This is an optimization exercise on Yosys and OpenROAD, whose aim is small area and a short achievable clock period, not a production implementation.
The RTL was checked by simulation tests, not by an equivalence proof against the original design.

== lane 1 ==
## montgomery_kyber
module montgomery_kyber(clk, a, b, out);
input clk;
input [11:0] a, b;
output [11:0] out;
wire n0;
k_nand2 un0 (.a(a[0]), .b(b[0]), .y(n0));
wire n1;
k_nand2 un1 (.a(a[0]), .b(b[1]), .y(n1));
wire n2;
k_nand2 un2 (.a(a[0]), .b(b[2]), .y(n2));
wire n3;
k_nand2 un3 (.a(a[0]), .b(b[3]), .y(n3));
wire n4;
k_nand2 un4 (.a(a[0]), .b(b[4]), .y(n4));
wire n5;
k_nand2 un5 (.a(a[0]), .b(b[5]), .y(n5));
wire n6;
k_nand2 un6 (.a(a[0]), .b(b[6]), .y(n6));
wire n7;
k_nand2 un7 (.a(a[0]), .b(b[7]), .y(n7));
wire n8;
k_nand2 un8 (.a(a[0]), .b(b[8]), .y(n8));
wire n9;
k_nand2 un9 (.a(a[0]), .b(b[9]), .y(n9));
wire n10;
k_nand2 un10 (.a(a[0]), .b(b[10]), .y(n10));
wire n11;
k_nand2 un11 (.a(a[0]), .b(b[11]), .y(n11));
wire n12;
k_nand2 un12 (.a(a[1]), .b(b[0]), .y(n12));
wire n13;
k_nand2 un13 (.a(a[1]), .b(b[1]), .y(n13));
wire n14;
k_nand2 un14 (.a(a[1]), .b(b[2]), .y(n14));
wire n15;
k_nand2 un15 (.a(a[1]), .b(b[3]), .y(n15));
wire n16;
k_nand2 un16 (.a(a[1]), .b(b[4]), .y(n16));
wire n17;
k_nand2 un17 (.a(a[1]), .b(b[5]), .y(n17));
wire n18;
k_nand2 un18 (.a(a[1]), .b(b[6]), .y(n18));
wire n19;
k_nand2 un19 (.a(a[1]), .b(b[7]), .y(n19));
wire n20;
k_nand2 un20 (.a(a[1]), .b(b[8]), .y(n20));
wire n21;
k_nand2 un21 (.a(a[1]), .b(b[9]), .y(n21));
wire n22;
k_nand2 un22 (.a(a[1]), .b(b[10]), .y(n22));
wire n23;
k_nand2 un23 (.a(a[1]), .b(b[11]), .y(n23));
wire n24;
k_nand2 un24 (.a(a[2]), .b(b[0]), .y(n24));
wire n25;
k_nand2 un25 (.a(a[2]), .b(b[1]), .y(n25));
wire n26;
k_nand2 un26 (.a(a[2]), .b(b[2]), .y(n26));
wire n27;
k_nand2 un27 (.a(a[2]), .b(b[3]), .y(n27));
wire n28;
k_nand2 un28 (.a(a[2]), .b(b[4]), .y(n28));
wire n29;
k_nand2 un29 (.a(a[2]), .b(b[5]), .y(n29));
wire n30;
k_nand2 un30 (.a(a[2]), .b(b[6]), .y(n30));
wire n31;
k_nand2 un31 (.a(a[2]), .b(b[7]), .y(n31));
wire n32;
k_nand2 un32 (.a(a[2]), .b(b[8]), .y(n32));
wire n33;
k_nand2 un33 (.a(a[2]), .b(b[9]), .y(n33));
wire n34;
  ...
Size: ~24 flip-flops, ~37 I/O pins, ~6200 um^2 of cells after synthesis.
clock: 12.0 ns
lec_check: 0
cap_margin: 20
core_margin: 2
core_utilization: 40
setup_slack_margin: 5
slew_margin: 20
synth_hierarchical: 1
synth_minimum_keep_size: 0
standard.sh (not shown) runs the stock make flow with config.mk's settings and CLKGATE_MAP_FILE= SYNTH_SCRIPT=/design/flow/synth_recipe.tcl, a recipe that flattens the netlist after the stock synthesis.
==> flow/flow/run.sh <==
#!/bin/bash
set -euo pipefail
MARGIN=${MARGIN:-5.5}
BUF=${BUF:-sky130_fd_sc_hd__buf_2}
bash standard.sh "SETUP_SLACK_MARGIN=$MARGIN" \
  "BUFFER_PORTS_ARGS=-buffer_cell $BUF" finish > flow_make.log 2>&1
Lane 1: PASS, flow complete, no timing, DRC or antenna violations
The following lists how lane 2 was set up differently from lane 1:
Settings: a change of CORE_UTILIZATION from 40 to 60; an added PLACE_DENSITY of 0.75.
==> flow/flow/run.sh <==
#!/bin/bash
set -euo pipefail
MARGIN=${MARGIN:-5.5}
bash standard.sh "SETUP_SLACK_MARGIN=$MARGIN" \
  "BUFFER_PORTS_ARGS=-buffer_cell sky130_fd_sc_hd__buf_1" finish > flow_make.log 2>&1
==> comparison <==
- Changes observed in lane 2 relative to lane 1: routed wirelength normalized by instance count now sits higher; count of fill cells added during filler insertion now sits lower; core utilization now sits higher.
Relative to lane 2, the following input files were edited for lane 3:
Settings: changing CORE_UTILIZATION from 60 to 40; removing PLACE_DENSITY (formerly 0.75).
==> flow/run.sh (new file) <==
#!/bin/bash
# synth_recipe.tcl (not shown) runs the flow's synth.tcl, then flattens the netlist and writes it again
# the make line also repeats each setting of config.mk as NAME=value (left out here)
make -C /OpenROAD-flow-scripts/flow DESIGN_CONFIG=/design/flow/config.mk WORK_HOME=/design/flow/orfs CLKGATE_MAP_FILE= SYNTH_SCRIPT=/design/flow/synth_recipe.tcl finish
removed: flow/flow/run.sh
removed: flow/standard.sh
## What came out
- Lane 3 vs lane 2 — pre-CTS setup slack dropped 0.34 ns.
- Achievable frequency, lane 3 vs lane 2: down by a little under 10%
- Detailed route, lane 3 vs lane 2: via total lower for lane 3
- When the final numbers for lane 3 and lane 2 were put side by side, the share of cells above drive strength 1 turned out to be smaller in lane 3.
- Sort lane 3 and lane 2 by share of the cycle needed by the critical path after routing desc -> top: lane 3
- For the total instance count after detailed placement, lane 3 came in 5.9% higher than lane 2 did.
- Buffer count excluding the clock tree in the final layout came out exactly the same in lane 3 and lane 2.
- Taking lane 2 as the reference, in lane 3 sequential share of layout area decreased by 0.35 points relative to the old numbers; routed wire length increased by about 1.7% relative to the old numbers; stage delay of the slowest cell on the critical path lower.
Input-level comparison between lane 4 and lane 3:
==> flow/flow/run.sh (new file) <==
#!/bin/bash
set -euo pipefail
MARGIN=${MARGIN:-5.25}
BUF=${BUF:-sky130_fd_sc_hd__buf_1}
bash standard.sh "SETUP_SLACK_MARGIN=$MARGIN" \
  "BUFFER_PORTS_ARGS=-buffer_cell $BUF" finish > flow_make.log 2>&1
==> flow/standard.sh (new file) <==
#!/bin/bash
# synth_recipe.tcl (not shown) runs the flow's synth.tcl, then flattens the netlist and writes it again
# the make line also repeats each setting of config.mk as NAME=value (left out here)
make -C /OpenROAD-flow-scripts/flow DESIGN_CONFIG=/design/flow/config.mk WORK_HOME=/design/flow/orfs CLKGATE_MAP_FILE= SYNTH_SCRIPT=/design/flow/synth_recipe.tcl "${@:-finish}"
removed: flow/run.sh
Results
- Lane 4: no failed stages, no open violations at the end
- Utilization | lane 4 below lane 3
- Of lane 3 and lane 4, lane 4 shows the higher number of filler instances in the final layout, with lane 3 below it.
- Lane 4: multi-input gate share of the layout cell area higher than lane 3
- Lane 4 against lane 3: global-route usage ~0 delta, post-route worst setup slack moved up.

re-timing with driven ports:
The flow's constraints put no driver on any port. The routed layouts listed below were extracted and timed again, unchanged, in two steps.
Step 1 (the two cells are an assumption about what drives the block):
set clk [get_ports {clk}]
set_driving_cell -lib_cell sky130_fd_sc_hd__clkbuf_16 $clk
set_driving_cell -lib_cell sky130_fd_sc_hd__buf_2 [delete_from_list [all_inputs] $clk]
Step 2, shift: input delay + t, output delay - t, t = (earliest + latest rising clock arrival at the registers) / 2. This alone moves slack from input paths to output paths.
Slacks: ideal ports / drivers / drivers and shift; pairs: ideal ports / drivers.
run | shift t [ns] | setup WS [ns] | worst hold slack (ns) | clock arrival spread, ns | cell pins on the clock port's net
lane 1 | 0.285 | 5.714 / 5.688 / 5.444 | 2.661 / 2.644 / 2.929 | 0.002 / 0.002 | 1
lane 2 | 0.288 | 5.719 / 5.724 / 5.436 | 2.636 / 2.632 / 2.920 | 0.001 / 0.002 | 1
lane 3 | 0.284 | 5.185 / 5.199 / 4.915 | 2.811 / 2.793 / 3.077 | 0.002 / 0.002 | 1
lane 4 | 0.284 | 5.516 / 5.527 / 5.243 | 2.723 / 2.713 / 2.998 | 0.001 / 0.001 | 1
After both steps setup and hold are still met in every run listed. The setup slack of lane 2, which loses most, moves by +0.005 ns with the drivers and by -0.283 ns with both steps.
